What follows belongs to an exercise in optimizing a design on an open flow for small area; a production flow would make more cautious choices.
RTL that was checked went through simulation tests only; none was proved equivalent to the original.
No functional check of the RTL was part of run 1.

==> flow/design.v, too long to show whole: its modules and the start of the top module <==
// module xor_module: 11 lines
// module reg_module: 12 lines
// module reg_26bits: 11 lines
// module hpc3_and_module: 25 lines
// module aes_bp_graph_coloring: 1734 lines
// module gxor2: 1 lines
// module gxnor2: 1 lines
// module gand2: 1 lines
// module gnand2: 1 lines
// module ginv: 1 lines
module aes_bp_graph_coloring (
  input           clk,
  input  [7:0] share0_in,
  input  [7:0] share1_in,
  input  [51:0] rand_bit_share0,
  input  [51:0] rand_bit_share1,
  output [7:0] o_share0,
  output [7:0] o_share1
);
  // ...
==> flow/flow/run.sh <==
#!/bin/bash
set -euo pipefail
bash standard.sh "BUFFER_PORTS_ARGS=-buffer_cell sky130_fd_sc_hd__buf_1" "CTS_ARGS=-sink_clustering_enable -repair_clock_nets -dont_use_dummy_load -buf_list sky130_fd_sc_hd__clkbuf_4 -sink_clustering_size 12 -sink_clustering_max_diameter 60" finish > standard_flow.log 2>&1
==> flow/standard.sh <==
#!/bin/bash
# synth_recipe.tcl (not shown) runs the flow's synth.tcl, then flattens the netlist and writes it again
# the make line also repeats each setting of config.mk as NAME=value (left out here)
make -C /OpenROAD-flow-scripts/flow DESIGN_CONFIG=/design/flow/config.mk WORK_HOME=/design/flow/orfs CLKGATE_MAP_FILE= SYNTH_SCRIPT=/design/flow/synth_recipe.tcl "${@:-finish}"
==> flow/config.mk <==
export PLATFORM = sky130hd
export DESIGN_NAME = aes_bp_graph_coloring
export DESIGN_NICKNAME = aes_bp_graph_coloring
export VERILOG_FILES = /design/flow/design.v
export SDC_FILE = /design/flow/constraint.sdc
export NUM_CORES = 4
export LEC_CHECK = 0
export CAP_MARGIN = 20
export CORE_MARGIN = 2
export CORE_UTILIZATION = 40
export GPL_TIMING_DRIVEN = 0
export SLEW_MARGIN = 20
export SYNTH_HIERARCHICAL = 1
==> flow/constraint.sdc <==
create_clock -name core_clock -period 5.0 [get_ports {clk}]
set_input_delay 1.0000 -clock core_clock [delete_from_list [all_inputs] [get_ports {clk}]]
set_output_delay 1.0000 -clock core_clock [all_outputs]
set_load 0.01 [all_outputs]
==> notes.md, run 1 <==
#MultiIn Comb=614; cell family contributing the most delay on the critical path=XOR/XNOR gates; number of cells in the finished layout apart from fillers=1,306; top library cells by usage in the layout, fill and taps aside=sky130_fd_sc_hd__xor2_1, sky130_fd_sc_hd__dfxtp_1, sky130_fd_sc_hd__nand2_1, sky130_fd_sc_hd__buf_1, sky130_fd_sc_hd__xnor2_1; Fin Hold WS=290.8 ps; async set-reset flop share out of synthesis=0%; Slew Viols, Final=0; share of the final layout cell area in multi-input gates=43.88%; initial core utilization=40.54%; setup skew after layout=43.19 ps; met1 wire length=8206 um; number of maximum-capacitance constraint violations=0; largest net degree at the start of global routing=13; design area=10,770 sq um; unrepaired setup endpoints after global routing=no; pre-CTS WS=527.9 ps; number of filler instances in the final layout=2,309; run status=finished clean; launch point of the critical path=m39_r4_0$_DFF_P_; Critical Path Max Stage Delay=460 ps; met3 routing resource usage after global routing=2.195%; cells after synthesis=869; vertical die dimension=160.5 um; post-synth top area cell=sky130_fd_sc_hd__dfxtp_1; Yosys Warn Count=7; Crit Path Category=flip-flop to output pin; diodes inserted=1
==> run 2: changes to the inputs <==
--- a/flow/design.v
+++ b/flow/design.v
@@ -931,56 +931,56 @@
   gxor2 u9 (.a(rand_bit_share0[1]), .b(rand_bit_share0[27]), .z(c0_1));
   gxor2 u10 (.a(rand_bit_share0[2]), .b(rand_bit_share0[28]), .z(c0_2));
   gxor2 u11 (.a(rand_bit_share0[3]), .b(rand_bit_share0[29]), .z(c0_3));
   gxor2 u12 (.a(rand_bit_share0[4]), .b(rand_bit_share0[30]), .z(c0_4));
   gxor2 u13 (.a(rand_bit_share0[5]), .b(rand_bit_share0[31]), .z(c0_5));
   gxor2 u14 (.a(rand_bit_share0[6]), .b(rand_bit_share0[32]), .z(c0_6));
   gxor2 u15 (.a(rand_bit_share0[7]), .b(rand_bit_share0[33]), .z(c0_7));
   gxor2 u16 (.a(rand_bit_share0[8]), .b(rand_bit_share0[34]), .z(c0_8));
-  gxor2 u17 (.a(c0_6), .b(c0_7), .z(rr1_x0));
-  gxor2 u18 (.a(c0_6), .b(c0_8), .z(rr1_x1));
-  gxor2 u19 (.a(c0_0), .b(c0_1), .z(rr1_x2));
-  gxor2 u20 (.a(c0_0), .b(c0_2), .z(rr1_x3));
-  gxor2 u21 (.a(rr1_x1), .b(rr1_x3), .z(rr1_x4));
-  gxor2 u22 (.a(c0_3), .b(c0_5), .z(rr1_x5));
-  gxor2 u23 (.a(c0_3), .b(c0_4), .z(rr1_x6));
-  gxor2 u24 (.a(rr1_x1), .b(rr1_x5), .z(rr1_x7));
-  gxor2 u25 (.a(rr1_x0), .b(rr1_x6), .z(rr1_x8));
-  gxor2 u26 (.a(rr1_x0), .b(rr1_x2), .z(rr1_x9));
+  gxor2 u17 (.a(c0_3), .b(c0_6), .z(rr1_x0));
+  gxor2 u18 (.a(c0_0), .b(c0_6), .z(rr1_x1));
+  gxor2 u19 (.a(c0_2), .b(rr1_x1), .z(rr1_x2));
+  gxor2 u20 (.a(c0_4), .b(rr1_x0), .z(rr1_x3));
+  gxor2 u21 (.a(c0_8), .b(rr1_x2), .z(rr1_x4));
+  gxor2 u22 (.a(c0_7), .b(rr1_x1), .z(rr1_x5));
+  gxor2 u23 (.a(c0_8), .b(rr1_x0), .z(rr1_x6));
+  gxor2 u24 (.a(c0_7), .b(rr1_x3), .z(rr1_x7));
+  gxor2 u25 (.a(c0_1), .b(rr1_x5), .z(rr1_x8));
+  gxor2 u26 (.a(c0_5), .b(rr1_x6), .z(rr1_x9));
   gxor2 u27 (.a(rand_bit_share0[15]), .b(rand_bit_share0[41]), .z(c0_15));
   gxor2 u28 (.a(rand_bit_share0[16]), .b(rand_bit_share0[42]), .z(c0_16));
   gxor2 u29 (.a(rand_bit_share0[18]), .b(rand_bit_share0[44]), .z(c0_18));
   gxor2 u30 (.a(rand_bit_share0[19]), .b(rand_bit_share0[45]), .z(c0_19));
   gxor2 u31 (.a(rand_bit_share0[20]), .b(rand_bit_share0[46]), .z(c0_20));
   gxor2 u32 (.a(rand_bit_share0[21]), .b(rand_bit_share0[47]), .z(c0_21));
   gxor2 u33 (.a(rand_bit_share0[22]), .b(rand_bit_share0[48]), .z(c0_22));
   gxor2 u34 (.a(rand_bit_share0[23]), .b(rand_bit_share0[49]), .z(c0_23));
   gxor2 u35 (.a(rand_bit_share0[24]), .b(rand_bit_share0[50]), .z(c0_24));
   gxor2 u36 (.a(rand_bit_share0[25]), .b(rand_bit_share0[51]), .z(c0_25));
   gxor2 u37 (.a(c0_21), .b(c0_23), .z(rc_x0));
-  gxor2 u38 (.a(c0_16), .b(c0_22), .z(rc_x1));
-  gxor2 u39 (.a(c0_20), .b(rc_x0), .z(rc_x2));
-  gxor2 u40 (.a(c0_24), .b(rc_x2), .z(rc_x3));
-  gxor2 u41 (.a(c0_14), .b(rc_x1), .z(rc_x4));
+  gxor2 u38 (.a(c0_20), .b(rc_x0), .z(rc_x1));
+  gxor2 u39 (.a(c0_16), .b(c0_22), .z(rc_x2));
+  gxor2 u40 (.a(c0_24), .b(rc_x1), .z(rc_x3));
+  gxor2 u41 (.a(c0_14), .b(rc_x2), .z(rc_x4));
   gxor2 u42 (.a(c0_15), .b(rc_x3), .z(rc_x5));
   gxor2 u43 (.a(c0_18), .b(rc_x4), .z(rc_x6));
-  gxor2 u44 (.a(rc_x4), .b(rc_x5), .z(rc_x7));
-  gxor2 u45 (.a(c0_19), .b(rc_x1), .z(rc_x8));
-  gxor2 u46 (.a(rc_x5), .b(rc_x8), .z(rc_x9));
-  gxor2 u47 (.a(c0_17), .b(rc_x3), .z(rc_x10));
-  gxor2 u48 (.a(rc_x8), .b(rc_x10), .z(rc_x11));
-  gxor2 u49 (.a(rc_x6), .b(rc_x10), .z(rc_x12));
-  gxor2 u50 (.a(c0_20), .b(rc_x12), .z(rc_x13));
-  gxor2 u51 (.a(c0_15), .b(c0_25), .z(rc_x14));
-  gxor2 u52 (.a(c0_19), .b(rc_x6), .z(rc_x15));
-  gxor2 u53 (.a(rc_x2), .b(rc_x15), .z(rc_x16));
-  gxor2 u54 (.a(rc_x10), .b(rc_x14), .z(rc_x17));
-  gxor2 u55 (.a(c0_14), .b(rc_x17), .z(rc_x18));
-  gxor2 u56 (.a(rc_x15), .b(rc_x17), .z(rc_x19));
+  gxor2 u44 (.a(c0_25), .b(rc_x5), .z(rc_x7));
+  gxor2 u45 (.a(rc_x4), .b(rc_x5), .z(rc_x8));
+  gxor2 u46 (.a(c0_19), .b(rc_x6), .z(rc_x9));
+  gxor2 u47 (.a(rc_x1), .b(rc_x9), .z(rc_x10));
+  gxor2 u48 (.a(c0_17), .b(rc_x7), .z(rc_x11));
+  gxor2 u49 (.a(c0_14), .b(rc_x11), .z(rc_x12));
+  gxor2 u50 (.a(rc_x9), .b(rc_x11), .z(rc_x13));
+  gxor2 u51 (.a(c0_19), .b(rc_x2), .z(rc_x14));
+  gxor2 u52 (.a(rc_x5), .b(rc_x14), .z(rc_x15));
+  gxor2 u53 (.a(c0_17), .b(rc_x3), .z(rc_x16));
+  gxor2 u54 (.a(rc_x14), .b(rc_x16), .z(rc_x17));
+  gxor2 u55 (.a(c0_20), .b(rc_x6), .z(rc_x18));
+  gxor2 u56 (.a(rc_x16), .b(rc_x18), .z(rc_x19));
   gxor2 u57 (.a(rc3_d3), .b(rc6_d3), .z(r4_x0));
   gxor2 u58 (.a(rc0_d3), .b(r4_x0), .z(r4_x1));
   gxor2 u59 (.a(share0_in[0]), .b(rand_bit_share0[2]), .z(a0d0_x0));
   gxor2 u60 (.a(share0_in[1]), .b(share0_in[7]), .z(a0d0_x1));
   gxor2 u61 (.a(share0_in[2]), .b(share0_in[4]), .z(a0d0_x2));
   gxor2 u62 (.a(share0_in[2]), .b(share0_in[7]), .z(a0d0_x3));
   gxor2 u63 (.a(share0_in[4]), .b(share0_in[7]), .z(a0d0_x4));
   gxor2 u64 (.a(a0d0_x1), .b(a0d0_x2), .z(a0d0_x5));
@@ -1104,91 +1104,91 @@
   gnand2 u182 (.a(a0d0_x16), .b(a0d0_x27), .z(m2_p0));
   gnand2 u183 (.a(a0d0_x13), .b(a0d0_x0), .z(m4_p0));
   gnand2 u184 (.a(a0d0_x1), .b(a0d0_x29), .z(m6_p0));
   gnand2 u185 (.a(a0d0_x12), .b(a0d0_x15), .z(m7_p0));
   gnand2 u186 (.a(a0d0_x14), .b(a0d0_x19), .z(m9_p0));
   gnand2 u187 (.a(a0d0_x4), .b(a0d0_x20), .z(m11_p0));
   gnand2 u188 (.a(a0d0_x2), .b(a0d0_x31), .z(m12_p0));
   gnand2 u189 (.a(a0d0_x3), .b(a0d0_x24), .z(m14_p0));
-  gxor2 u190 (.a(m11_p0), .b(m12_p0), .z(pre1_0_x0));
-  gxor2 u191 (.a(m11_p0), .b(m14_p0), .z(pre1_0_x1));
-  gxor2 u192 (.a(m1_p0), .b(m2_p0), .z(pre1_0_x2));
-  gxor2 u193 (.a(m1_p0), .b(m4_p0), .z(pre1_0_x3));
-  gxor2 u194 (.a(pre1_0_x1), .b(pre1_0_x3), .z(pre1_0_x4));
-  gxor2 u195 (.a(m6_p0), .b(m9_p0), .z(pre1_0_x5));
-  gxor2 u196 (.a(m6_p0), .b(m7_p0), .z(pre1_0_x6));
-  gxor2 u197 (.a(pre1_0_x1), .b(pre1_0_x5), .z(pre1_0_x7));
-  gxor2 u198 (.a(pre1_0_x0), .b(pre1_0_x6), .z(pre1_0_x8));
-  gxor2 u199 (.a(pre1_0_x0), .b(pre1_0_x2), .z(pre1_0_x9));
+  gxor2 u190 (.a(m6_p0), .b(m11_p0), .z(pre1_0_x0));
+  gxor2 u191 (.a(m1_p0), .b(m11_p0), .z(pre1_0_x1));
+  gxor2 u192 (.a(m4_p0), .b(pre1_0_x1), .z(pre1_0_x2));
+  gxor2 u193 (.a(m7_p0), .b(pre1_0_x0), .z(pre1_0_x3));
+  gxor2 u194 (.a(m14_p0), .b(pre1_0_x2), .z(pre1_0_x4));
+  gxor2 u195 (.a(m12_p0), .b(pre1_0_x1), .z(pre1_0_x5));
+  gxor2 u196 (.a(m14_p0), .b(pre1_0_x0), .z(pre1_0_x6));
+  gxor2 u197 (.a(m12_p0), .b(pre1_0_x3), .z(pre1_0_x7));
+  gxor2 u198 (.a(m2_p0), .b(pre1_0_x5), .z(pre1_0_x8));
+  gxor2 u199 (.a(m9_p0), .b(pre1_0_x6), .z(pre1_0_x9));
   gnand2 u200 (.a(a1d0_x5), .b(a1d0_x9), .z(m1_p1));
   gnand2 u201 (.a(a1d0_x16), .b(a1d0_x27), .z(m2_p1));
   gnand2 u202 (.a(a1d0_x13), .b(a1d0_x0), .z(m4_p1));
   gnand2 u203 (.a(a1d0_x1), .b(a1d0_x29), .z(m6_p1));
   gnand2 u204 (.a(a1d0_x12), .b(a1d0_x15), .z(m7_p1));
   gnand2 u205 (.a(a1d0_x14), .b(a1d0_x19), .z(m9_p1));
   gnand2 u206 (.a(a1d0_x4), .b(a1d0_x20), .z(m11_p1));
   gnand2 u207 (.a(a1d0_x2), .b(a1d0_x31), .z(m12_p1));
   gnand2 u208 (.a(a1d0_x3), .b(a1d0_x24), .z(m14_p1));
-  gxor2 u209 (.a(m11_p1), .b(m12_p1), .z(pre1_1_x0));
-  gxor2 u210 (.a(m11_p1), .b(m14_p1), .z(pre1_1_x1));
-  gxor2 u211 (.a(m1_p1), .b(m2_p1), .z(pre1_1_x2));
-  gxor2 u212 (.a(m1_p1), .b(m4_p1), .z(pre1_1_x3));
-  gxor2 u213 (.a(pre1_1_x1), .b(pre1_1_x3), .z(pre1_1_x4));
-  gxor2 u214 (.a(m6_p1), .b(m9_p1), .z(pre1_1_x5));
-  gxor2 u215 (.a(m6_p1), .b(m7_p1), .z(pre1_1_x6));
-  gxor2 u216 (.a(pre1_1_x1), .b(pre1_1_x5), .z(pre1_1_x7));
-  gxor2 u217 (.a(pre1_1_x0), .b(pre1_1_x6), .z(pre1_1_x8));
-  gxor2 u218 (.a(pre1_1_x0), .b(pre1_1_x2), .z(pre1_1_x9));
+  gxor2 u209 (.a(m6_p1), .b(m11_p1), .z(pre1_1_x0));
+  gxor2 u210 (.a(m1_p1), .b(m11_p1), .z(pre1_1_x1));
+  gxor2 u211 (.a(m4_p1), .b(pre1_1_x1), .z(pre1_1_x2));
+  gxor2 u212 (.a(m7_p1), .b(pre1_1_x0), .z(pre1_1_x3));
+  gxor2 u213 (.a(m14_p1), .b(pre1_1_x2), .z(pre1_1_x4));
+  gxor2 u214 (.a(m12_p1), .b(pre1_1_x1), .z(pre1_1_x5));
+  gxor2 u215 (.a(m14_p1), .b(pre1_1_x0), .z(pre1_1_x6));
+  gxor2 u216 (.a(m12_p1), .b(pre1_1_x3), .z(pre1_1_x7));
+  gxor2 u217 (.a(m2_p1), .b(pre1_1_x5), .z(pre1_1_x8));
+  gxor2 u218 (.a(m9_p1), .b(pre1_1_x6), .z(pre1_1_x9));
   gnand2 u219 (.a(a0d1_x4), .b(m1_t3_0), .z(m1_q0));
   gnand2 u220 (.a(a0d1_x3), .b(m2_t3_0), .z(m2_q0));
   gnand2 u221 (.a(a0d1_x2), .b(m4_t3_0), .z(m4_q0));
   gnand2 u222 (.a(b0_d1_t3), .b(m6_t3_0), .z(m6_q0));
   gnand2 u223 (.a(a0d1_x0), .b(m7_t3_0), .z(m7_q0));
   gnand2 u224 (.a(b0_d1_t20), .b(m9_t3_0), .z(m9_q0));
   gnand2 u225 (.a(b0_d1_t1), .b(m11_t3_0), .z(m11_q0));
   gnand2 u226 (.a(b0_d1_t4), .b(m12_t3_0), .z(m12_q0));
   gnand2 u227 (.a(a0d1_x1), .b(m14_t3_0), .z(m14_q0));
-  gxor2 u228 (.a(m11_q0), .b(m12_q0), .z(post1_0_x0));
-  gxor2 u229 (.a(m11_q0), .b(m14_q0), .z(post1_0_x1));
-  gxor2 u230 (.a(m1_q0), .b(m2_q0), .z(post1_0_x2));
-  gxor2 u231 (.a(m1_q0), .b(m4_q0), .z(post1_0_x3));
-  gxor2 u232 (.a(post1_0_x1), .b(post1_0_x3), .z(post1_0_x4));
-  gxor2 u233 (.a(m6_q0), .b(m9_q0), .z(post1_0_x5));
-  gxor2 u234 (.a(m6_q0), .b(m7_q0), .z(post1_0_x6));
-  gxor2 u235 (.a(post1_0_x1), .b(post1_0_x5), .z(post1_0_x7));
-  gxor2 u236 (.a(post1_0_x0), .b(post1_0_x6), .z(post1_0_x8));
-  gxor2 u237 (.a(post1_0_x0), .b(post1_0_x2), .z(post1_0_x9));
-  gxor2 u238 (.a(Tm20_0), .b(post1_0_x9), .z(m20_v0));
+  gxor2 u228 (.a(m6_q0), .b(m11_q0), .z(post1_0_x0));
+  gxor2 u229 (.a(m1_q0), .b(m11_q0), .z(post1_0_x1));
+  gxor2 u230 (.a(m4_q0), .b(post1_0_x1), .z(post1_0_x2));
+  gxor2 u231 (.a(m7_q0), .b(post1_0_x0), .z(post1_0_x3));
+  gxor2 u232 (.a(m14_q0), .b(post1_0_x2), .z(post1_0_x4));
+  gxor2 u233 (.a(m12_q0), .b(post1_0_x1), .z(post1_0_x5));
+  gxor2 u234 (.a(m14_q0), .b(post1_0_x0), .z(post1_0_x6));
+  gxor2 u235 (.a(m12_q0), .b(post1_0_x3), .z(post1_0_x7));
+  gxor2 u236 (.a(m2_q0), .b(post1_0_x5), .z(post1_0_x8));
+  gxor2 u237 (.a(m9_q0), .b(post1_0_x6), .z(post1_0_x9));
+  gxor2 u238 (.a(Tm20_0), .b(post1_0_x8), .z(m20_v0));
   gxor2 u239 (.a(Tm21_0), .b(post1_0_x4), .z(m21_v0));
-  gxor2 u240 (.a(Tm22_0), .b(post1_0_x8), .z(m22_v0));
-  gxor2 u241 (.a(Tm23_0), .b(post1_0_x7), .z(m23_v0));
+  gxor2 u240 (.a(Tm22_0), .b(post1_0_x7), .z(m22_v0));
+  gxor2 u241 (.a(Tm23_0), .b(post1_0_x9), .z(m23_v0));
   gnand2 u242 (.a(a1d1_x4), .b(m1_t3_1), .z(m1_q1));
   gnand2 u243 (.a(a1d1_x3), .b(m2_t3_1), .z(m2_q1));
   gnand2 u244 (.a(a1d1_x2), .b(m4_t3_1), .z(m4_q1));
   gnand2 u245 (.a(b1_d1_t3), .b(m6_t3_1), .z(m6_q1));
   gnand2 u246 (.a(a1d1_x0), .b(m7_t3_1), .z(m7_q1));
   gnand2 u247 (.a(b1_d1_t20), .b(m9_t3_1), .z(m9_q1));
   gnand2 u248 (.a(b1_d1_t1), .b(m11_t3_1), .z(m11_q1));
   gnand2 u249 (.a(b1_d1_t4), .b(m12_t3_1), .z(m12_q1));
   gnand2 u250 (.a(a1d1_x1), .b(m14_t3_1), .z(m14_q1));
-  gxor2 u251 (.a(m11_q1), .b(m12_q1), .z(post1_1_x0));
-  gxor2 u252 (.a(m11_q1), .b(m14_q1), .z(post1_1_x1));
-  gxor2 u253 (.a(m1_q1), .b(m2_q1), .z(post1_1_x2));
-  gxor2 u254 (.a(m1_q1), .b(m4_q1), .z(post1_1_x3));
-  gxor2 u255 (.a(post1_1_x1), .b(post1_1_x3), .z(post1_1_x4));
-  gxor2 u256 (.a(m6_q1), .b(m9_q1), .z(post1_1_x5));
-  gxor2 u257 (.a(m6_q1), .b(m7_q1), .z(post1_1_x6));
-  gxor2 u258 (.a(post1_1_x1), .b(post1_1_x5), .z(post1_1_x7));
-  gxor2 u259 (.a(post1_1_x0), .b(post1_1_x6), .z(post1_1_x8));
-  gxor2 u260 (.a(post1_1_x0), .b(post1_1_x2), .z(post1_1_x9));
-  gxor2 u261 (.a(Tm20_1), .b(post1_1_x9), .z(m20_v1));
+  gxor2 u251 (.a(m6_q1), .b(m11_q1), .z(post1_1_x0));
+  gxor2 u252 (.a(m1_q1), .b(m11_q1), .z(post1_1_x1));
+  gxor2 u253 (.a(m4_q1), .b(post1_1_x1), .z(post1_1_x2));
+  gxor2 u254 (.a(m7_q1), .b(post1_1_x0), .z(post1_1_x3));
+  gxor2 u255 (.a(m14_q1), .b(post1_1_x2), .z(post1_1_x4));
+  gxor2 u256 (.a(m12_q1), .b(post1_1_x1), .z(post1_1_x5));
+  gxor2 u257 (.a(m14_q1), .b(post1_1_x0), .z(post1_1_x6));
+  gxor2 u258 (.a(m12_q1), .b(post1_1_x3), .z(post1_1_x7));
+  gxor2 u259 (.a(m2_q1), .b(post1_1_x5), .z(post1_1_x8));
+  gxor2 u260 (.a(m9_q1), .b(post1_1_x6), .z(post1_1_x9));
+  gxor2 u261 (.a(Tm20_1), .b(post1_1_x8), .z(m20_v1));
   gxor2 u262 (.a(Tm21_1), .b(post1_1_x4), .z(m21_v1));
-  gxor2 u263 (.a(Tm22_1), .b(post1_1_x8), .z(m22_v1));
-  gxor2 u264 (.a(Tm23_1), .b(post1_1_x7), .z(m23_v1));
+  gxor2 u263 (.a(Tm22_1), .b(post1_1_x7), .z(m22_v1));
+  gxor2 u264 (.a(Tm23_1), .b(post1_1_x9), .z(m23_v1));
   gxor2 u265 (.a(m20_v1), .b(ra9_d1), .z(m25_w0));
   gxor2 u266 (.a(m20_v0), .b(ra9_d1), .z(m25_w1));
   gxor2 u267 (.a(m23_v1), .b(ra14_d1), .z(m31_w0));
   gxor2 u268 (.a(m23_v0), .b(ra14_d1), .z(m31_w1));
   gxor2 u269 (.a(m22_v1), .b(ra17_d1), .z(m34_w0));
   gxor2 u270 (.a(m22_v0), .b(ra17_d1), .z(m34_w1));
   gnand2 u272 (.a(m22_r2_0), .b(m25_t3_0), .z(_g271));
   gxor2 u273 (.a(m25_t01_0), .b(_g271), .z(m25_z0));
@@ -1264,43 +1264,43 @@
   gnand2 u356 (.a(m38_v0), .b(a0d3_x6), .z(m59_p0));
   gnand2 u357 (.a(m37_v0), .b(a0d3_x16), .z(m60_p0));
   gnand2 u358 (.a(x3_0_m42), .b(a0d3_x9), .z(m61_p0));
   gnand2 u359 (.a(x3_0_m45), .b(a0d3_x19), .z(m62_p0));
   gnand2 u360 (.a(x3_0_m41), .b(a0d3_x8), .z(m63_p0));
   gxor2 u361 (.a(m61_p0), .b(m62_p0), .z(pre4_0_x0));
   gxor2 u362 (.a(m56_p0), .b(pre4_0_x0), .z(pre4_0_x1));
   gxor2 u363 (.a(m55_p0), .b(pre4_0_x1), .z(pre4_0_x2));
-  gxor2 u364 (.a(m48_p0), .b(m58_p0), .z(pre4_0_x3));
-  gxor2 u365 (.a(m49_p0), .b(m50_p0), .z(pre4_0_x4));
-  gxor2 u366 (.a(m46_p0), .b(pre4_0_x3), .z(pre4_0_x5));
+  gxor2 u364 (.a(m46_p0), .b(m48_p0), .z(pre4_0_x3));
+  gxor2 u365 (.a(m50_p0), .b(m53_p0), .z(pre4_0_x4));
+  gxor2 u366 (.a(m54_p0), .b(m58_p0), .z(pre4_0_x5));
   gxor2 u367 (.a(m47_p0), .b(pre4_0_x2), .z(pre4_0_x6));
-  gxor2 u368 (.a(m51_p0), .b(m59_p0), .z(pre4_0_x7));
-  gxor2 u369 (.a(m53_p0), .b(pre4_0_x4), .z(pre4_0_x8));
-  gxor2 u370 (.a(m60_p0), .b(pre4_0_x5), .z(pre4_0_x9));
-  gxor2 u371 (.a(pre4_0_x0), .b(pre4_0_x7), .z(pre4_0_x10));
-  gxor2 u372 (.a(m46_p0), .b(pre4_0_x6), .z(pre4_0_x11));
-  gxor2 u373 (.a(pre4_0_x4), .b(pre4_0_x11), .z(pre4_0_x12));
-  gxor2 u374 (.a(m52_p0), .b(pre4_0_x8), .z(pre4_0_x13));
-  gxor2 u375 (.a(pre4_0_x2), .b(pre4_0_x13), .z(pre4_0_x14));
-  gxor2 u376 (.a(pre4_0_x12), .b(pre4_0_x13), .z(pre4_0_x15));
-  gxor2 u377 (.a(m49_p0), .b(pre4_0_x10), .z(pre4_0_x16));
-  gxor2 u378 (.a(pre4_0_x5), .b(pre4_0_x16), .z(pre4_0_x17));
-  gxor2 u379 (.a(m54_p0), .b(pre4_0_x8), .z(pre4_0_x18));
-  gxor2 u380 (.a(pre4_0_x9), .b(pre4_0_x18), .z(pre4_0_x19));
-  gxor2 u381 (.a(m57_p0), .b(pre4_0_x19), .z(pre4_0_x20));
-  gxor2 u382 (.a(pre4_0_x1), .b(pre4_0_x20), .z(pre4_0_x21));
-  gxor2 u383 (.a(m58_p0), .b(pre4_0_x18), .z(pre4_0_x22));
-  gxor2 u384 (.a(pre4_0_x16), .b(pre4_0_x22), .z(pre4_0_x23));
-  gxor2 u385 (.a(m51_p0), .b(pre4_0_x6), .z(pre4_0_x24));
-  gxor2 u386 (.a(m48_p0), .b(m50_p0), .z(pre4_0_x25));
-  gxor2 u387 (.a(pre4_0_x24), .b(pre4_0_x25), .z(pre4_0_x26));
-  gxor2 u388 (.a(m61_p0), .b(m63_p0), .z(pre4_0_x27));
-  gxor2 u389 (.a(pre4_0_x19), .b(pre4_0_x27), .z(pre4_0_x28));
-  gxor2 u390 (.a(pre4_0_x13), .b(pre4_0_x28), .z(pre4_0_x29));
+  gxor2 u368 (.a(pre4_0_x4), .b(pre4_0_x5), .z(pre4_0_x7));
+  gxor2 u369 (.a(m50_p0), .b(pre4_0_x6), .z(pre4_0_x8));
+  gxor2 u370 (.a(m51_p0), .b(m59_p0), .z(pre4_0_x9));
+  gxor2 u371 (.a(m49_p0), .b(pre4_0_x3), .z(pre4_0_x10));
+  gxor2 u372 (.a(pre4_0_x0), .b(pre4_0_x9), .z(pre4_0_x11));
+  gxor2 u373 (.a(m52_p0), .b(m60_p0), .z(pre4_0_x12));
+  gxor2 u374 (.a(pre4_0_x7), .b(pre4_0_x11), .z(pre4_0_x13));
+  gxor2 u375 (.a(m48_p0), .b(pre4_0_x8), .z(pre4_0_x14));
+  gxor2 u376 (.a(m51_p0), .b(pre4_0_x14), .z(pre4_0_x15));
+  gxor2 u377 (.a(pre4_0_x10), .b(pre4_0_x14), .z(pre4_0_x16));
+  gxor2 u378 (.a(m52_p0), .b(pre4_0_x4), .z(pre4_0_x17));
+  gxor2 u379 (.a(m49_p0), .b(pre4_0_x17), .z(pre4_0_x18));
+  gxor2 u380 (.a(pre4_0_x2), .b(pre4_0_x18), .z(pre4_0_x19));
+  gxor2 u381 (.a(pre4_0_x16), .b(pre4_0_x18), .z(pre4_0_x20));
+  gxor2 u382 (.a(m58_p0), .b(pre4_0_x10), .z(pre4_0_x21));
+  gxor2 u383 (.a(pre4_0_x11), .b(pre4_0_x21), .z(pre4_0_x22));
+  gxor2 u384 (.a(m57_p0), .b(pre4_0_x1), .z(pre4_0_x23));
+  gxor2 u385 (.a(m60_p0), .b(pre4_0_x10), .z(pre4_0_x24));
+  gxor2 u386 (.a(pre4_0_x7), .b(pre4_0_x24), .z(pre4_0_x25));
+  gxor2 u387 (.a(pre4_0_x23), .b(pre4_0_x25), .z(pre4_0_x26));
+  gxor2 u388 (.a(m61_p0), .b(pre4_0_x18), .z(pre4_0_x27));
+  gxor2 u389 (.a(m63_p0), .b(pre4_0_x27), .z(pre4_0_x28));
+  gxor2 u390 (.a(pre4_0_x25), .b(pre4_0_x28), .z(pre4_0_x29));
   gnand2 u391 (.a(x3_1_m44), .b(a1d3_x14), .z(m46_p1));
   gnand2 u392 (.a(m40_v1), .b(a1d3_x3), .z(m47_p1));
   gnand2 u393 (.a(m39_v1), .b(a1d3_x12), .z(m48_p1));
   gnand2 u394 (.a(x3_1_m43), .b(a1d3_x17), .z(m49_p1));
   gnand2 u395 (.a(m38_v1), .b(a1d3_x13), .z(m50_p1));
   gnand2 u396 (.a(m37_v1), .b(a1d3_x5), .z(m51_p1));
   gnand2 u397 (.a(x3_1_m42), .b(a1d3_x15), .z(m52_p1));
   gnand2 u398 (.a(x3_1_m45), .b(a1d3_x21), .z(m53_p1));
@@ -1312,43 +1312,43 @@
   gnand2 u404 (.a(m38_v1), .b(a1d3_x6), .z(m59_p1));
   gnand2 u405 (.a(m37_v1), .b(a1d3_x16), .z(m60_p1));
   gnand2 u406 (.a(x3_1_m42), .b(a1d3_x9), .z(m61_p1));
   gnand2 u407 (.a(x3_1_m45), .b(a1d3_x19), .z(m62_p1));
   gnand2 u408 (.a(x3_1_m41), .b(a1d3_x8), .z(m63_p1));
   gxor2 u409 (.a(m61_p1), .b(m62_p1), .z(pre4_1_x0));
   gxor2 u410 (.a(m56_p1), .b(pre4_1_x0), .z(pre4_1_x1));
   gxor2 u411 (.a(m55_p1), .b(pre4_1_x1), .z(pre4_1_x2));
-  gxor2 u412 (.a(m48_p1), .b(m58_p1), .z(pre4_1_x3));
-  gxor2 u413 (.a(m49_p1), .b(m50_p1), .z(pre4_1_x4));
-  gxor2 u414 (.a(m46_p1), .b(pre4_1_x3), .z(pre4_1_x5));
+  gxor2 u412 (.a(m46_p1), .b(m48_p1), .z(pre4_1_x3));
+  gxor2 u413 (.a(m50_p1), .b(m53_p1), .z(pre4_1_x4));
+  gxor2 u414 (.a(m54_p1), .b(m58_p1), .z(pre4_1_x5));
   gxor2 u415 (.a(m47_p1), .b(pre4_1_x2), .z(pre4_1_x6));
-  gxor2 u416 (.a(m51_p1), .b(m59_p1), .z(pre4_1_x7));
-  gxor2 u417 (.a(m53_p1), .b(pre4_1_x4), .z(pre4_1_x8));
-  gxor2 u418 (.a(m60_p1), .b(pre4_1_x5), .z(pre4_1_x9));
-  gxor2 u419 (.a(pre4_1_x0), .b(pre4_1_x7), .z(pre4_1_x10));
-  gxor2 u420 (.a(m46_p1), .b(pre4_1_x6), .z(pre4_1_x11));
-  gxor2 u421 (.a(pre4_1_x4), .b(pre4_1_x11), .z(pre4_1_x12));
-  gxor2 u422 (.a(m52_p1), .b(pre4_1_x8), .z(pre4_1_x13));
-  gxor2 u423 (.a(pre4_1_x2), .b(pre4_1_x13), .z(pre4_1_x14));
-  gxor2 u424 (.a(pre4_1_x12), .b(pre4_1_x13), .z(pre4_1_x15));
-  gxor2 u425 (.a(m49_p1), .b(pre4_1_x10), .z(pre4_1_x16));
-  gxor2 u426 (.a(pre4_1_x5), .b(pre4_1_x16), .z(pre4_1_x17));
-  gxor2 u427 (.a(m54_p1), .b(pre4_1_x8), .z(pre4_1_x18));
-  gxor2 u428 (.a(pre4_1_x9), .b(pre4_1_x18), .z(pre4_1_x19));
-  gxor2 u429 (.a(m57_p1), .b(pre4_1_x19), .z(pre4_1_x20));
-  gxor2 u430 (.a(pre4_1_x1), .b(pre4_1_x20), .z(pre4_1_x21));
-  gxor2 u431 (.a(m58_p1), .b(pre4_1_x18), .z(pre4_1_x22));
-  gxor2 u432 (.a(pre4_1_x16), .b(pre4_1_x22), .z(pre4_1_x23));
-  gxor2 u433 (.a(m51_p1), .b(pre4_1_x6), .z(pre4_1_x24));
-  gxor2 u434 (.a(m48_p1), .b(m50_p1), .z(pre4_1_x25));
-  gxor2 u435 (.a(pre4_1_x24), .b(pre4_1_x25), .z(pre4_1_x26));
-  gxor2 u436 (.a(m61_p1), .b(m63_p1), .z(pre4_1_x27));
-  gxor2 u437 (.a(pre4_1_x19), .b(pre4_1_x27), .z(pre4_1_x28));
-  gxor2 u438 (.a(pre4_1_x13), .b(pre4_1_x28), .z(pre4_1_x29));
+  gxor2 u416 (.a(pre4_1_x4), .b(pre4_1_x5), .z(pre4_1_x7));
+  gxor2 u417 (.a(m50_p1), .b(pre4_1_x6), .z(pre4_1_x8));
+  gxor2 u418 (.a(m51_p1), .b(m59_p1), .z(pre4_1_x9));
+  gxor2 u419 (.a(m49_p1), .b(pre4_1_x3), .z(pre4_1_x10));
+  gxor2 u420 (.a(pre4_1_x0), .b(pre4_1_x9), .z(pre4_1_x11));
+  gxor2 u421 (.a(m52_p1), .b(m60_p1), .z(pre4_1_x12));
+  gxor2 u422 (.a(pre4_1_x7), .b(pre4_1_x11), .z(pre4_1_x13));
+  gxor2 u423 (.a(m48_p1), .b(pre4_1_x8), .z(pre4_1_x14));
+  gxor2 u424 (.a(m51_p1), .b(pre4_1_x14), .z(pre4_1_x15));
+  gxor2 u425 (.a(pre4_1_x10), .b(pre4_1_x14), .z(pre4_1_x16));
+  gxor2 u426 (.a(m52_p1), .b(pre4_1_x4), .z(pre4_1_x17));
+  gxor2 u427 (.a(m49_p1), .b(pre4_1_x17), .z(pre4_1_x18));
+  gxor2 u428 (.a(pre4_1_x2), .b(pre4_1_x18), .z(pre4_1_x19));
+  gxor2 u429 (.a(pre4_1_x16), .b(pre4_1_x18), .z(pre4_1_x20));
+  gxor2 u430 (.a(m58_p1), .b(pre4_1_x10), .z(pre4_1_x21));
+  gxor2 u431 (.a(pre4_1_x11), .b(pre4_1_x21), .z(pre4_1_x22));
+  gxor2 u432 (.a(m57_p1), .b(pre4_1_x1), .z(pre4_1_x23));
+  gxor2 u433 (.a(m60_p1), .b(pre4_1_x10), .z(pre4_1_x24));
+  gxor2 u434 (.a(pre4_1_x7), .b(pre4_1_x24), .z(pre4_1_x25));
+  gxor2 u435 (.a(pre4_1_x23), .b(pre4_1_x25), .z(pre4_1_x26));
+  gxor2 u436 (.a(m61_p1), .b(pre4_1_x18), .z(pre4_1_x27));
+  gxor2 u437 (.a(m63_p1), .b(pre4_1_x27), .z(pre4_1_x28));
+  gxor2 u438 (.a(pre4_1_x25), .b(pre4_1_x28), .z(pre4_1_x29));
   gxor2 u439 (.a(m39_r4_0), .b(m40_r4_0), .z(x4_0_m44));
   gnand2 u440 (.a(x4_0_m44), .b(m46_t3_0), .z(m46_q0));
   gnand2 u441 (.a(m40_r4_0), .b(m47_t3_0), .z(m47_q0));
   gnand2 u442 (.a(m39_r4_0), .b(m48_t3_0), .z(m48_q0));
   gxor2 u443 (.a(m37_r4_0), .b(m38_r4_0), .z(x4_0_m43));
   gnand2 u444 (.a(x4_0_m43), .b(m49_t3_0), .z(m49_q0));
   gnand2 u445 (.a(m38_r4_0), .b(m50_t3_0), .z(m50_q0));
   gnand2 u446 (.a(m37_r4_0), .b(m51_t3_0), .z(m51_q0));
@@ -1365,51 +1365,51 @@
   gnand2 u457 (.a(m38_r4_0), .b(m59_t3_0), .z(m59_q0));
   gnand2 u458 (.a(m37_r4_0), .b(m60_t3_0), .z(m60_q0));
   gnand2 u459 (.a(x4_0_m42), .b(m61_t3_0), .z(m61_q0));
   gnand2 u460 (.a(x4_0_m45), .b(m62_t3_0), .z(m62_q0));
   gnand2 u461 (.a(x4_0_m41), .b(m63_t3_0), .z(m63_q0));
   gxor2 u462 (.a(m61_q0), .b(m62_q0), .z(post4_0_x0));
   gxor2 u463 (.a(m56_q0), .b(post4_0_x0), .z(post4_0_x1));
   gxor2 u464 (.a(m55_q0), .b(post4_0_x1), .z(post4_0_x2));
-  gxor2 u465 (.a(m48_q0), .b(m58_q0), .z(post4_0_x3));
-  gxor2 u466 (.a(m49_q0), .b(m50_q0), .z(post4_0_x4));
-  gxor2 u467 (.a(m46_q0), .b(post4_0_x3), .z(post4_0_x5));
+  gxor2 u465 (.a(m46_q0), .b(m48_q0), .z(post4_0_x3));
+  gxor2 u466 (.a(m50_q0), .b(m53_q0), .z(post4_0_x4));
+  gxor2 u467 (.a(m54_q0), .b(m58_q0), .z(post4_0_x5));
   gxor2 u468 (.a(m47_q0), .b(post4_0_x2), .z(post4_0_x6));
-  gxor2 u469 (.a(m51_q0), .b(m59_q0), .z(post4_0_x7));
-  gxor2 u470 (.a(m53_q0), .b(post4_0_x4), .z(post4_0_x8));
-  gxor2 u471 (.a(m60_q0), .b(post4_0_x5), .z(post4_0_x9));
-  gxor2 u472 (.a(post4_0_x0), .b(post4_0_x7), .z(post4_0_x10));
-  gxor2 u473 (.a(m46_q0), .b(post4_0_x6), .z(post4_0_x11));
-  gxor2 u474 (.a(post4_0_x4), .b(post4_0_x11), .z(post4_0_x12));
-  gxor2 u475 (.a(m52_q0), .b(post4_0_x8), .z(post4_0_x13));
-  gxor2 u476 (.a(post4_0_x2), .b(post4_0_x13), .z(post4_0_x14));
-  gxor2 u477 (.a(post4_0_x12), .b(post4_0_x13), .z(post4_0_x15));
-  gxor2 u478 (.a(m49_q0), .b(post4_0_x10), .z(post4_0_x16));
-  gxor2 u479 (.a(post4_0_x5), .b(post4_0_x16), .z(post4_0_x17));
-  gxor2 u480 (.a(m54_q0), .b(post4_0_x8), .z(post4_0_x18));
-  gxor2 u481 (.a(post4_0_x9), .b(post4_0_x18), .z(post4_0_x19));
-  gxor2 u482 (.a(m57_q0), .b(post4_0_x19), .z(post4_0_x20));
-  gxor2 u483 (.a(post4_0_x1), .b(post4_0_x20), .z(post4_0_x21));
-  gxor2 u484 (.a(m58_q0), .b(post4_0_x18), .z(post4_0_x22));
-  gxor2 u485 (.a(post4_0_x16), .b(post4_0_x22), .z(post4_0_x23));
-  gxor2 u486 (.a(m51_q0), .b(post4_0_x6), .z(post4_0_x24));
-  gxor2 u487 (.a(m48_q0), .b(m50_q0), .z(post4_0_x25));
-  gxor2 u488 (.a(post4_0_x24), .b(post4_0_x25), .z(post4_0_x26));
-  gxor2 u489 (.a(m61_q0), .b(m63_q0), .z(post4_0_x27));
-  gxor2 u490 (.a(post4_0_x19), .b(post4_0_x27), .z(post4_0_x28));
-  gxor2 u491 (.a(post4_0_x13), .b(post4_0_x28), .z(post4_0_x29));
-  gxnor2 u492 (.a(T0_0), .b(post4_0_x17), .z(o_share0[0]));
-  gxnor2 u493 (.a(T1_0), .b(post4_0_x23), .z(o_share0[1]));
-  gxor2 u494 (.a(T2_0), .b(post4_0_x21), .z(o_share0[2]));
-  gxor2 u495 (.a(T3_0), .b(post4_0_x26), .z(o_share0[3]));
-  gxor2 u496 (.a(T4_0), .b(post4_0_x12), .z(o_share0[4]));
+  gxor2 u469 (.a(post4_0_x4), .b(post4_0_x5), .z(post4_0_x7));
+  gxor2 u470 (.a(m50_q0), .b(post4_0_x6), .z(post4_0_x8));
+  gxor2 u471 (.a(m51_q0), .b(m59_q0), .z(post4_0_x9));
+  gxor2 u472 (.a(m49_q0), .b(post4_0_x3), .z(post4_0_x10));
+  gxor2 u473 (.a(post4_0_x0), .b(post4_0_x9), .z(post4_0_x11));
+  gxor2 u474 (.a(m52_q0), .b(m60_q0), .z(post4_0_x12));
+  gxor2 u475 (.a(post4_0_x7), .b(post4_0_x11), .z(post4_0_x13));
+  gxor2 u476 (.a(m48_q0), .b(post4_0_x8), .z(post4_0_x14));
+  gxor2 u477 (.a(m51_q0), .b(post4_0_x14), .z(post4_0_x15));
+  gxor2 u478 (.a(post4_0_x10), .b(post4_0_x14), .z(post4_0_x16));
+  gxor2 u479 (.a(m52_q0), .b(post4_0_x4), .z(post4_0_x17));
+  gxor2 u480 (.a(m49_q0), .b(post4_0_x17), .z(post4_0_x18));
+  gxor2 u481 (.a(post4_0_x2), .b(post4_0_x18), .z(post4_0_x19));
+  gxor2 u482 (.a(post4_0_x16), .b(post4_0_x18), .z(post4_0_x20));
+  gxor2 u483 (.a(m58_q0), .b(post4_0_x10), .z(post4_0_x21));
+  gxor2 u484 (.a(post4_0_x11), .b(post4_0_x21), .z(post4_0_x22));
+  gxor2 u485 (.a(m57_q0), .b(post4_0_x1), .z(post4_0_x23));
+  gxor2 u486 (.a(m60_q0), .b(post4_0_x10), .z(post4_0_x24));
+  gxor2 u487 (.a(post4_0_x7), .b(post4_0_x24), .z(post4_0_x25));
+  gxor2 u488 (.a(post4_0_x23), .b(post4_0_x25), .z(post4_0_x26));
+  gxor2 u489 (.a(m61_q0), .b(post4_0_x18), .z(post4_0_x27));
+  gxor2 u490 (.a(m63_q0), .b(post4_0_x27), .z(post4_0_x28));
+  gxor2 u491 (.a(post4_0_x25), .b(post4_0_x28), .z(post4_0_x29));
+  gxnor2 u492 (.a(T0_0), .b(post4_0_x22), .z(o_share0[0]));
+  gxnor2 u493 (.a(T1_0), .b(post4_0_x13), .z(o_share0[1]));
+  gxor2 u494 (.a(T2_0), .b(post4_0_x26), .z(o_share0[2]));
+  gxor2 u495 (.a(T3_0), .b(post4_0_x15), .z(o_share0[3]));
+  gxor2 u496 (.a(T4_0), .b(post4_0_x16), .z(o_share0[4]));
   gxnor2 u497 (.a(T5_0), .b(post4_0_x29), .z(o_share0[5]));
-  gxnor2 u498 (.a(T6_0), .b(post4_0_x15), .z(o_share0[6]));
-  gxor2 u499 (.a(T7_0), .b(post4_0_x14), .z(o_share0[7]));
+  gxnor2 u498 (.a(T6_0), .b(post4_0_x20), .z(o_share0[6]));
+  gxor2 u499 (.a(T7_0), .b(post4_0_x19), .z(o_share0[7]));
   gxor2 u500 (.a(m39_r4_1), .b(m40_r4_1), .z(x4_1_m44));
   gnand2 u501 (.a(x4_1_m44), .b(m46_t3_1), .z(m46_q1));
   gnand2 u502 (.a(m40_r4_1), .b(m47_t3_1), .z(m47_q1));
   gnand2 u503 (.a(m39_r4_1), .b(m48_t3_1), .z(m48_q1));
   gxor2 u504 (.a(m37_r4_1), .b(m38_r4_1), .z(x4_1_m43));
   gnand2 u505 (.a(x4_1_m43), .b(m49_t3_1), .z(m49_q1));
   gnand2 u506 (.a(m38_r4_1), .b(m50_t3_1), .z(m50_q1));
   gnand2 u507 (.a(m37_r4_1), .b(m51_t3_1), .z(m51_q1));
@@ -1426,67 +1426,67 @@
   gnand2 u518 (.a(m38_r4_1), .b(m59_t3_1), .z(m59_q1));
   gnand2 u519 (.a(m37_r4_1), .b(m60_t3_1), .z(m60_q1));
   gnand2 u520 (.a(x4_1_m42), .b(m61_t3_1), .z(m61_q1));
   gnand2 u521 (.a(x4_1_m45), .b(m62_t3_1), .z(m62_q1));
   gnand2 u522 (.a(x4_1_m41), .b(m63_t3_1), .z(m63_q1));
   gxor2 u523 (.a(m61_q1), .b(m62_q1), .z(post4_1_x0));
   gxor2 u524 (.a(m56_q1), .b(post4_1_x0), .z(post4_1_x1));
   gxor2 u525 (.a(m55_q1), .b(post4_1_x1), .z(post4_1_x2));
-  gxor2 u526 (.a(m48_q1), .b(m58_q1), .z(post4_1_x3));
-  gxor2 u527 (.a(m49_q1), .b(m50_q1), .z(post4_1_x4));
-  gxor2 u528 (.a(m46_q1), .b(post4_1_x3), .z(post4_1_x5));
+  gxor2 u526 (.a(m46_q1), .b(m48_q1), .z(post4_1_x3));
+  gxor2 u527 (.a(m50_q1), .b(m53_q1), .z(post4_1_x4));
+  gxor2 u528 (.a(m54_q1), .b(m58_q1), .z(post4_1_x5));
   gxor2 u529 (.a(m47_q1), .b(post4_1_x2), .z(post4_1_x6));
-  gxor2 u530 (.a(m51_q1), .b(m59_q1), .z(post4_1_x7));
-  gxor2 u531 (.a(m53_q1), .b(post4_1_x4), .z(post4_1_x8));
-  gxor2 u532 (.a(m60_q1), .b(post4_1_x5), .z(post4_1_x9));
-  gxor2 u533 (.a(post4_1_x0), .b(post4_1_x7), .z(post4_1_x10));
-  gxor2 u534 (.a(m46_q1), .b(post4_1_x6), .z(post4_1_x11));
-  gxor2 u535 (.a(post4_1_x4), .b(post4_1_x11), .z(post4_1_x12));
-  gxor2 u536 (.a(m52_q1), .b(post4_1_x8), .z(post4_1_x13));
-  gxor2 u537 (.a(post4_1_x2), .b(post4_1_x13), .z(post4_1_x14));
-  gxor2 u538 (.a(post4_1_x12), .b(post4_1_x13), .z(post4_1_x15));
-  gxor2 u539 (.a(m49_q1), .b(post4_1_x10), .z(post4_1_x16));
-  gxor2 u540 (.a(post4_1_x5), .b(post4_1_x16), .z(post4_1_x17));
-  gxor2 u541 (.a(m54_q1), .b(post4_1_x8), .z(post4_1_x18));
-  gxor2 u542 (.a(post4_1_x9), .b(post4_1_x18), .z(post4_1_x19));
-  gxor2 u543 (.a(m57_q1), .b(post4_1_x19), .z(post4_1_x20));
-  gxor2 u544 (.a(post4_1_x1), .b(post4_1_x20), .z(post4_1_x21));
-  gxor2 u545 (.a(m58_q1), .b(post4_1_x18), .z(post4_1_x22));
-  gxor2 u546 (.a(post4_1_x16), .b(post4_1_x22), .z(post4_1_x23));
-  gxor2 u547 (.a(m51_q1), .b(post4_1_x6), .z(post4_1_x24));
-  gxor2 u548 (.a(m48_q1), .b(m50_q1), .z(post4_1_x25));
-  gxor2 u549 (.a(post4_1_x24), .b(post4_1_x25), .z(post4_1_x26));
-  gxor2 u550 (.a(m61_q1), .b(m63_q1), .z(post4_1_x27));
-  gxor2 u551 (.a(post4_1_x19), .b(post4_1_x27), .z(post4_1_x28));
-  gxor2 u552 (.a(post4_1_x13), .b(post4_1_x28), .z(post4_1_x29));
-  gxor2 u553 (.a(T0_1), .b(post4_1_x17), .z(o_share1[0]));
-  gxor2 u554 (.a(T1_1), .b(post4_1_x23), .z(o_share1[1]));
-  gxor2 u555 (.a(T2_1), .b(post4_1_x21), .z(o_share1[2]));
-  gxor2 u556 (.a(T3_1), .b(post4_1_x26), .z(o_share1[3]));
-  gxor2 u557 (.a(T4_1), .b(post4_1_x12), .z(o_share1[4]));
+  gxor2 u530 (.a(post4_1_x4), .b(post4_1_x5), .z(post4_1_x7));
+  gxor2 u531 (.a(m50_q1), .b(post4_1_x6), .z(post4_1_x8));
+  gxor2 u532 (.a(m51_q1), .b(m59_q1), .z(post4_1_x9));
+  gxor2 u533 (.a(m49_q1), .b(post4_1_x3), .z(post4_1_x10));
+  gxor2 u534 (.a(post4_1_x0), .b(post4_1_x9), .z(post4_1_x11));
+  gxor2 u535 (.a(m52_q1), .b(m60_q1), .z(post4_1_x12));
+  gxor2 u536 (.a(post4_1_x7), .b(post4_1_x11), .z(post4_1_x13));
+  gxor2 u537 (.a(m48_q1), .b(post4_1_x8), .z(post4_1_x14));
+  gxor2 u538 (.a(m51_q1), .b(post4_1_x14), .z(post4_1_x15));
+  gxor2 u539 (.a(post4_1_x10), .b(post4_1_x14), .z(post4_1_x16));
+  gxor2 u540 (.a(m52_q1), .b(post4_1_x4), .z(post4_1_x17));
+  gxor2 u541 (.a(m49_q1), .b(post4_1_x17), .z(post4_1_x18));
+  gxor2 u542 (.a(post4_1_x2), .b(post4_1_x18), .z(post4_1_x19));
+  gxor2 u543 (.a(post4_1_x16), .b(post4_1_x18), .z(post4_1_x20));
+  gxor2 u544 (.a(m58_q1), .b(post4_1_x10), .z(post4_1_x21));
+  gxor2 u545 (.a(post4_1_x11), .b(post4_1_x21), .z(post4_1_x22));
+  gxor2 u546 (.a(m57_q1), .b(post4_1_x1), .z(post4_1_x23));
+  gxor2 u547 (.a(m60_q1), .b(post4_1_x10), .z(post4_1_x24));
+  gxor2 u548 (.a(post4_1_x7), .b(post4_1_x24), .z(post4_1_x25));
+  gxor2 u549 (.a(post4_1_x23), .b(post4_1_x25), .z(post4_1_x26));
+  gxor2 u550 (.a(m61_q1), .b(post4_1_x18), .z(post4_1_x27));
+  gxor2 u551 (.a(m63_q1), .b(post4_1_x27), .z(post4_1_x28));
+  gxor2 u552 (.a(post4_1_x25), .b(post4_1_x28), .z(post4_1_x29));
+  gxor2 u553 (.a(T0_1), .b(post4_1_x22), .z(o_share1[0]));
+  gxor2 u554 (.a(T1_1), .b(post4_1_x13), .z(o_share1[1]));
+  gxor2 u555 (.a(T2_1), .b(post4_1_x26), .z(o_share1[2]));
+  gxor2 u556 (.a(T3_1), .b(post4_1_x15), .z(o_share1[3]));
+  gxor2 u557 (.a(T4_1), .b(post4_1_x16), .z(o_share1[4]));
   gxor2 u558 (.a(T5_1), .b(post4_1_x29), .z(o_share1[5]));
-  gxor2 u559 (.a(T6_1), .b(post4_1_x15), .z(o_share1[6]));
-  gxor2 u560 (.a(T7_1), .b(post4_1_x14), .z(o_share1[7]));
-  gxor2 u563 (.a(a0d0_x8), .b(pre1_0_x9), .z(_g562));
-  gxor2 u564 (.a(_g562), .b(rr1_x9), .z(_g561));
+  gxor2 u559 (.a(T6_1), .b(post4_1_x20), .z(o_share1[6]));
+  gxor2 u560 (.a(T7_1), .b(post4_1_x19), .z(o_share1[7]));
+  gxor2 u563 (.a(a0d0_x8), .b(pre1_0_x8), .z(_g562));
+  gxor2 u564 (.a(_g562), .b(rr1_x8), .z(_g561));
   gxor2 u567 (.a(a0d0_x25), .b(pre1_0_x4), .z(_g566));
   gxor2 u568 (.a(_g566), .b(rr1_x4), .z(_g565));
-  gxor2 u571 (.a(a0d0_x22), .b(pre1_0_x8), .z(_g570));
-  gxor2 u572 (.a(_g570), .b(rr1_x8), .z(_g569));
-  gxor2 u575 (.a(a0d0_x21), .b(pre1_0_x7), .z(_g574));
-  gxor2 u576 (.a(_g574), .b(rr1_x7), .z(_g573));
-  gxor2 u579 (.a(a1d0_x8), .b(pre1_1_x9), .z(_g578));
-  gxor2 u580 (.a(_g578), .b(rr1_x9), .z(_g577));
+  gxor2 u571 (.a(a0d0_x22), .b(pre1_0_x7), .z(_g570));
+  gxor2 u572 (.a(_g570), .b(rr1_x7), .z(_g569));
+  gxor2 u575 (.a(a0d0_x21), .b(pre1_0_x9), .z(_g574));
+  gxor2 u576 (.a(_g574), .b(rr1_x9), .z(_g573));
+  gxor2 u579 (.a(a1d0_x8), .b(pre1_1_x8), .z(_g578));
+  gxor2 u580 (.a(_g578), .b(rr1_x8), .z(_g577));
   gxor2 u583 (.a(a1d0_x25), .b(pre1_1_x4), .z(_g582));
   gxor2 u584 (.a(_g582), .b(rr1_x4), .z(_g581));
-  gxor2 u587 (.a(a1d0_x22), .b(pre1_1_x8), .z(_g586));
-  gxor2 u588 (.a(_g586), .b(rr1_x8), .z(_g585));
-  gxor2 u591 (.a(a1d0_x21), .b(pre1_1_x7), .z(_g590));
-  gxor2 u592 (.a(_g590), .b(rr1_x7), .z(_g589));
+  gxor2 u587 (.a(a1d0_x22), .b(pre1_1_x7), .z(_g586));
+  gxor2 u588 (.a(_g586), .b(rr1_x7), .z(_g585));
+  gxor2 u591 (.a(a1d0_x21), .b(pre1_1_x9), .z(_g590));
+  gxor2 u592 (.a(_g590), .b(rr1_x9), .z(_g589));
   gnand2 u595 (.a(m22_v0), .b(m25_w1), .z(_g594));
   gxnor2 u596 (.a(_g594), .b(c9_d1), .z(_g593));
   gnand2 u599 (.a(m20_v0), .b(m31_w1), .z(_g598));
   gxnor2 u600 (.a(_g598), .b(c14_d1), .z(_g597));
   gnand2 u603 (.a(m21_v0), .b(m34_w1), .z(_g602));
   gxnor2 u604 (.a(_g602), .b(c17_d1), .z(_g601));
   gnand2 u607 (.a(m22_v1), .b(m25_w0), .z(_g606));
   gxnor2 u608 (.a(_g606), .b(c9_d1), .z(_g605));
@@ -1513,32 +1513,32 @@
   gxor2 u651 (.a(post2_1_m33), .b(_g648), .z(_g650));
   gxor2 u652 (.a(_g650), .b(c12_d2), .z(_g647));
   gnand2 u655 (.a(post2_1_m26), .b(m30_w0), .z(_g654));
   gxor2 u657 (.a(m23_r2_1), .b(_g654), .z(_g656));
   gxnor2 u658 (.a(_g656), .b(c11_d2), .z(_g653));
   gnand2 u661 (.a(post2_1_m24), .b(m35_w0), .z(_g660));
   gxor2 u663 (.a(post2_1_m36), .b(_g660), .z(_g662));
   gxor2 u664 (.a(_g662), .b(c13_d2), .z(_g659));
-  gxor2 u666 (.a(pre4_0_x17), .b(rc0_d3), .z(_g665));
-  gxor2 u668 (.a(pre4_0_x23), .b(rc1_d3), .z(_g667));
-  gxor2 u670 (.a(pre4_0_x21), .b(rc2_d3), .z(_g669));
-  gxor2 u672 (.a(pre4_0_x26), .b(rc3_d3), .z(_g671));
-  gxor2 u674 (.a(pre4_0_x12), .b(rc4_d3), .z(_g673));
+  gxor2 u666 (.a(pre4_0_x22), .b(rc0_d3), .z(_g665));
+  gxor2 u668 (.a(pre4_0_x13), .b(rc1_d3), .z(_g667));
+  gxor2 u670 (.a(pre4_0_x26), .b(rc2_d3), .z(_g669));
+  gxor2 u672 (.a(pre4_0_x15), .b(rc3_d3), .z(_g671));
+  gxor2 u674 (.a(pre4_0_x16), .b(rc4_d3), .z(_g673));
   gxor2 u676 (.a(pre4_0_x29), .b(rc5_d3), .z(_g675));
-  gxor2 u678 (.a(pre4_0_x15), .b(rc6_d3), .z(_g677));
-  gxor2 u680 (.a(pre4_0_x14), .b(r4_x1), .z(_g679));
-  gxor2 u682 (.a(pre4_1_x17), .b(rc0_d3), .z(_g681));
-  gxor2 u684 (.a(pre4_1_x23), .b(rc1_d3), .z(_g683));
-  gxor2 u686 (.a(pre4_1_x21), .b(rc2_d3), .z(_g685));
-  gxor2 u688 (.a(pre4_1_x26), .b(rc3_d3), .z(_g687));
-  gxor2 u690 (.a(pre4_1_x12), .b(rc4_d3), .z(_g689));
+  gxor2 u678 (.a(pre4_0_x20), .b(rc6_d3), .z(_g677));
+  gxor2 u680 (.a(pre4_0_x19), .b(r4_x1), .z(_g679));
+  gxor2 u682 (.a(pre4_1_x22), .b(rc0_d3), .z(_g681));
+  gxor2 u684 (.a(pre4_1_x13), .b(rc1_d3), .z(_g683));
+  gxor2 u686 (.a(pre4_1_x26), .b(rc2_d3), .z(_g685));
+  gxor2 u688 (.a(pre4_1_x15), .b(rc3_d3), .z(_g687));
+  gxor2 u690 (.a(pre4_1_x16), .b(rc4_d3), .z(_g689));
   gxor2 u692 (.a(pre4_1_x29), .b(rc5_d3), .z(_g691));
-  gxor2 u694 (.a(pre4_1_x15), .b(rc6_d3), .z(_g693));
-  gxor2 u696 (.a(pre4_1_x14), .b(r4_x1), .z(_g695));
+  gxor2 u694 (.a(pre4_1_x20), .b(rc6_d3), .z(_g693));
+  gxor2 u696 (.a(pre4_1_x19), .b(r4_x1), .z(_g695));
   always @(posedge clk) begin
     ra9_d1 <= rand_bit_share0[9];
     ra10_d1 <= rand_bit_share0[10];
     ra10_d2 <= ra10_d1;
     ra11_d1 <= rand_bit_share0[11];
     ra11_d2 <= ra11_d1;
     ra12_d1 <= rand_bit_share0[12];
     ra12_d2 <= ra12_d1;
@@ -1586,35 +1586,35 @@
     c10_d1 <= c0_10;
     c10_d2 <= c10_d1;
     c11_d1 <= c0_11;
     c11_d2 <= c11_d1;
     c12_d1 <= c0_12;
     c12_d2 <= c12_d1;
     c13_d1 <= c0_13;
     c13_d2 <= c13_d1;
-    rc0_d1 <= rc_x13;
+    rc0_d1 <= rc_x19;
     rc0_d2 <= rc0_d1;
     rc0_d3 <= rc0_d2;
-    rc1_d1 <= rc_x9;
+    rc1_d1 <= rc_x15;
     rc1_d2 <= rc1_d1;
     rc1_d3 <= rc1_d2;
-    rc2_d1 <= rc_x19;
+    rc2_d1 <= rc_x13;
     rc2_d2 <= rc2_d1;
     rc2_d3 <= rc2_d2;
-    rc3_d1 <= rc_x11;
+    rc3_d1 <= rc_x17;
     rc3_d2 <= rc3_d1;
     rc3_d3 <= rc3_d2;
-    rc4_d1 <= rc_x16;
+    rc4_d1 <= rc_x10;
     rc4_d2 <= rc4_d1;
     rc4_d3 <= rc4_d2;
-    rc5_d1 <= rc_x18;
+    rc5_d1 <= rc_x12;
     rc5_d2 <= rc5_d1;
     rc5_d3 <= rc5_d2;
-    rc6_d1 <= rc_x7;
+    rc6_d1 <= rc_x8;
     rc6_d2 <= rc6_d1;
     rc6_d3 <= rc6_d2;
     b0_d1_t9 <= a0d0_x11;
     b0_d1_t17 <= a0d0_x18;
     b0_d1_t1 <= a0d0_x4;
     b0_d1_t20 <= a0d0_x14;
     b0_d1_t4 <= a0d0_x2;
     b0_d1_t6 <= a0d0_x7;
==> flow/flow/run.sh (replaced) <==
#!/bin/bash
set -euo pipefail
bash standard.sh "BUFFER_PORTS_ARGS=-buffer_cell sky130_fd_sc_hd__buf_1" "CTS_ARGS=-sink_clustering_enable -repair_clock_nets -dont_use_dummy_load -buf_list sky130_fd_sc_hd__clkbuf_4 -sink_clustering_size 10 -sink_clustering_max_diameter 50" finish > standard_flow.log 2>&1
==> flow/config.mk (replaced) <==
export PLATFORM = sky130hd
export DESIGN_NAME = aes_bp_graph_coloring
export DESIGN_NICKNAME = aes_bp_graph_coloring
export VERILOG_FILES = /design/flow/design.v
export SDC_FILE = /design/flow/constraint.sdc
export NUM_CORES = 4
export LEC_CHECK = 0
export CAP_MARGIN = 20
export CORE_MARGIN = 2
export CORE_UTILIZATION = 40
export SLEW_MARGIN = 20
export SYNTH_HIERARCHICAL = 1
==> run 2 against run 1 <==
Die area shrank 0.35%. Register-to-register slack got worse by 250 ps. Area after synthesis decreased by 0.36%. Global-route usage rose by 0.10 points. Worst setup slack got worse by 57 ps. Count of clock-buffer cells in the layout rose by 5. Worst hold slack better by 27 ps. Final cell count grew 1.1%. Utilization increased by 0.64 points. First-iteration DRC count rose by 18%. Synthesized cell count shrank 0.46%.
==> notes.md, run 2 <==
biggest area contributors in the synthesized netlist=sky130_fd_sc_hd__dfxtp_1, sky130_fd_sc_hd__xor2_1, sky130_fd_sc_hd__nand2_1, sky130_fd_sc_hd__xnor2_1 (unchanged); Crit Path Category=flip-flop to output pin (unchanged); full die area=25,680 sq um (was 25,770 sq um); WL per Instance=13.47 um (was 13.75 um); synthesized net count=986 (was 990); library cell with the highest instance count after synthesis=sky130_fd_sc_hd__xor2_1 (unchanged); post-synthesis to final-layout area growth=11.89% (was 9.905%); Via-to-Cell Ratio=4.093 (was 4.055); Critical Path Max Stage Delay=410 ps (was 460 ps); minimum clock period=4712 ps (was 4655 ps); worst hold path type=flip-flop to flip-flop (unchanged); Slew Viols, Final=0 (unchanged); top library cells by usage in the layout, fill and taps aside=sky130_fd_sc_hd__xor2_1, sky130_fd_sc_hd__dfxtp_1, sky130_fd_sc_hd__nand2_1, sky130_fd_sc_hd__buf_1 (was sky130_fd_sc_hd__xor2_1, sky130_fd_sc_hd__dfxtp_1, sky130_fd_sc_hd__nand2_1, sky130_fd_sc_hd__buf_1, sky130_fd_sc_hd__xnor2_1); pre-CTS WS=414.5 ps (was 527.9 ps); detailed placer's ending HPWL=14,690 um (was 14,850 um); global placer's final weighted congestion=0.8444 (was 0.8249); number of buffers on the longest clock path=3 (unchanged); crit-path cells=xor2_2 > xor2_1 > nand2_1 > xor2_2 > xor2_2 > xor2_2 > xor2_1 > xor2_1 > xor2_1 > xor2_1 > xor2_1 > xnor2_1 > buf_1 (was xor2_2 > xor2_1 > nand2_1 > xor2_1 > xor2_1 > xor2_1 > xor2_1 > xor2_1 > xor2_1 > xor2_1 > xnor2_1 > buf_1); cells after synthesis=865 (was 869); via count=5,407 (was 5,296); clock latency reported for the late side of the worst-skew pair=670 ps (was 630 ps); cell family contributing the most delay on the critical path=XOR/XNOR gates (unchanged); run status=finished clean (unchanged); initial core utilization=40.40% (was 40.54%); number of filler instances in the final layout=2,317 (was 2,309); setup skew after layout=47.46 ps (was 43.19 ps); area of the placeable core=24,180 sq um (unchanged); drt first-iter violations=207 (was 175); IO buf count=84 (unchanged); number of enable flip-flop cells after synthesis=0 (unchanged); wire length of the first global-routing pass=28,610 um (was 28,070 um); number of cells in the finished layout apart from fillers=1,321 (was 1,306); antenna viol nets, final=0 (unchanged); overall track demand over capacity in global routing=14.17% (was 14.07%); post-synth top area cell=sky130_fd_sc_hd__dfxtp_1 (unchanged); number of maximum-capacitance constraint violations=0 (unchanged); Synth Cell Area=9767 sq um (was 9802 sq um); Rel. slew slack=50.99% (was 46.77%); Final Cycle Share=94.23% (was 93.10%); top-area cell type share of the netlist area=52.27% (was 52.08%); Commonest cells post-synth=sky130_fd_sc_hd__xor2_1, sky130_fd_sc_hd__dfxtp_1, sky130_fd_sc_hd__nand2_1 (unchanged); Hold-fix buffers, CTS=0 (unchanged); clock tree from TritonCTS=built (unchanged); die width=160.3 um (was 160.5 um); final setup TNS=0 ps (unchanged); Critical Path End Type=output pin (unchanged); Critical path buffers and inverters=1 (unchanged); Detailed Routing Iterations Pass 1=4 (unchanged); total of flip-flops plus latches after synthesis=255 (unchanged); Cells after DPL=1,280 (was 1,277); Final WS setup=288.3 ps (was 345.2 ps); total congestion overflow after global routing=0 (unchanged); async set-reset flop share out of synthesis=0% (unchanged); largest net degree at the start of global routing=15 (was 13); most common cell after layout, fill and taps aside=sky130_fd_sc_hd__xor2_1 (unchanged); transition time of the tightest slew-check pin=732.6 ps (was 795.7 ps); vertical die dimension=160.3 um (was 160.5 um); Num Clock Sinks=255 (unchanged); mean instance size in the synthesized netlist=11.29 sq um (was 11.28 sq um); data required time of the critical path=4000 ps (about the same); sequential element share of the synthesized area=52.27% (was 52.08%); Yosys Warn Count=7 (unchanged); CTS H-Tree Depth=1 (unchanged); achievable frequency=0.2122 GHz (was 0.2148 GHz); Total Routed Length=17,790 um (was 17,960 um); post-detailed-route DRC marker count=0 (unchanged); CTS clock-pin slew for the worst setup and hold paths=100 ps (was 120 ps); total CTS buffers=30 (was 25)
## run 2: cell type report
cell class	count	area [sq um]	share of cell area, %
timing repair buffer	101	442.9	4.053
sequential	255	5115	46.81
tap	324	405.4	3.710
clock buffer	30	225.2	2.061
antenna	1	2.502	0.02290
multi-input combinational	610	4737	43.35
## run 2: stage by stage
step	hold slack (ps)	utilization, %	area (sq um)
2_1_floorplan	309.6	-	9767
3_3_place_gp	311.4	43.60	10540
3_5_place_dp	312.1	43.60	10540
4_1_cts	317.8	44.90	10860
5_1_grt	330.3	45.20	10930
6_report	317.7	45.20	10930
## run 2: cell families (layout without fill, tap and decap cells)
| family | after synthesis | count (layout) | share of synthesized area [%] |
|---|---|---|---|
| other cells | 0 | 1 | 0 |
| flops | 255 | 255 | 52.27 |
| buf+inv | 0 | 131 | 0 |
| xor+xnor | 474 | 474 | 42.51 |
| simple gates | 136 | 136 | 5.227 |
## run 2: path summary, 6_finish.rpt
kind | from | to | slack [ps] | depth (start not counted)
setup / recovery | m40_r4_0$_DFF_P_ | o_share0[6] | 290 | 13
hold / removal | b1_d2_t20$_DFF_P_ | b1_d3_t20$_DFF_P_ | 320 | 0
setup reg to reg | m32_t3_1$_DFF_P_ | T6_1$_DFF_P_ | 990 | 14
hold reg to reg | b1_d2_t20$_DFF_P_ | b1_d3_t20$_DFF_P_ | 320 | 0
## run 2: metal layers
layer	track usage (%)	wire [um]	vias up
met4	4.586	426	0
met5	0	0	-
met3	2.286	621	29
met2	25.52	8834	104
li1	-	-	2868
met1	17.26	7909	2406
## run 2: per-module statistics from Yosys (local to each module, per instance)
module | times used | cell area, sq um | cells | flops+latches
gnand2 | 136 | 3.754 | 1 | 0
gxor2 | 444 | 8.758 | 1 | 0
gxnor2 | 30 | 8.758 | 1 | 0
aes_bp_graph_coloring | 1 | 5105 | 255 | 255
## run 2: what timing repair did
action | 4_1_cts | 5_1_grt
setup buffers | 4 | 6
cloned | 0 | 0
setup endpoints to repair | 5 | 6
pin swaps | 7 | 5
resized for setup | 8 | 10

-- port drivers added, routing unchanged --
In the flow no input, the clock included, has a driving cell. The finished layouts below were timed again as built, in two steps. Step 1 sets driving cells, clkbuf_16 on the clock port and buf_2 on the other inputs (assumed; they add their load-dependent delay and slew). Step 2, shift: input delay + t, output delay - t, t = (earliest + latest rising clock arrival at the registers) / 2. This alone moves slack from input paths to output paths. Three values: ideal, step 1, step 2; two values: the first two.
run	t, ns	setup WS [ns]
run 1	0.651	0.345 / 0.305 / 0.550
run 2	0.680	0.288 / 0.250 / 0.513
After both steps setup and hold are still met in every run listed.
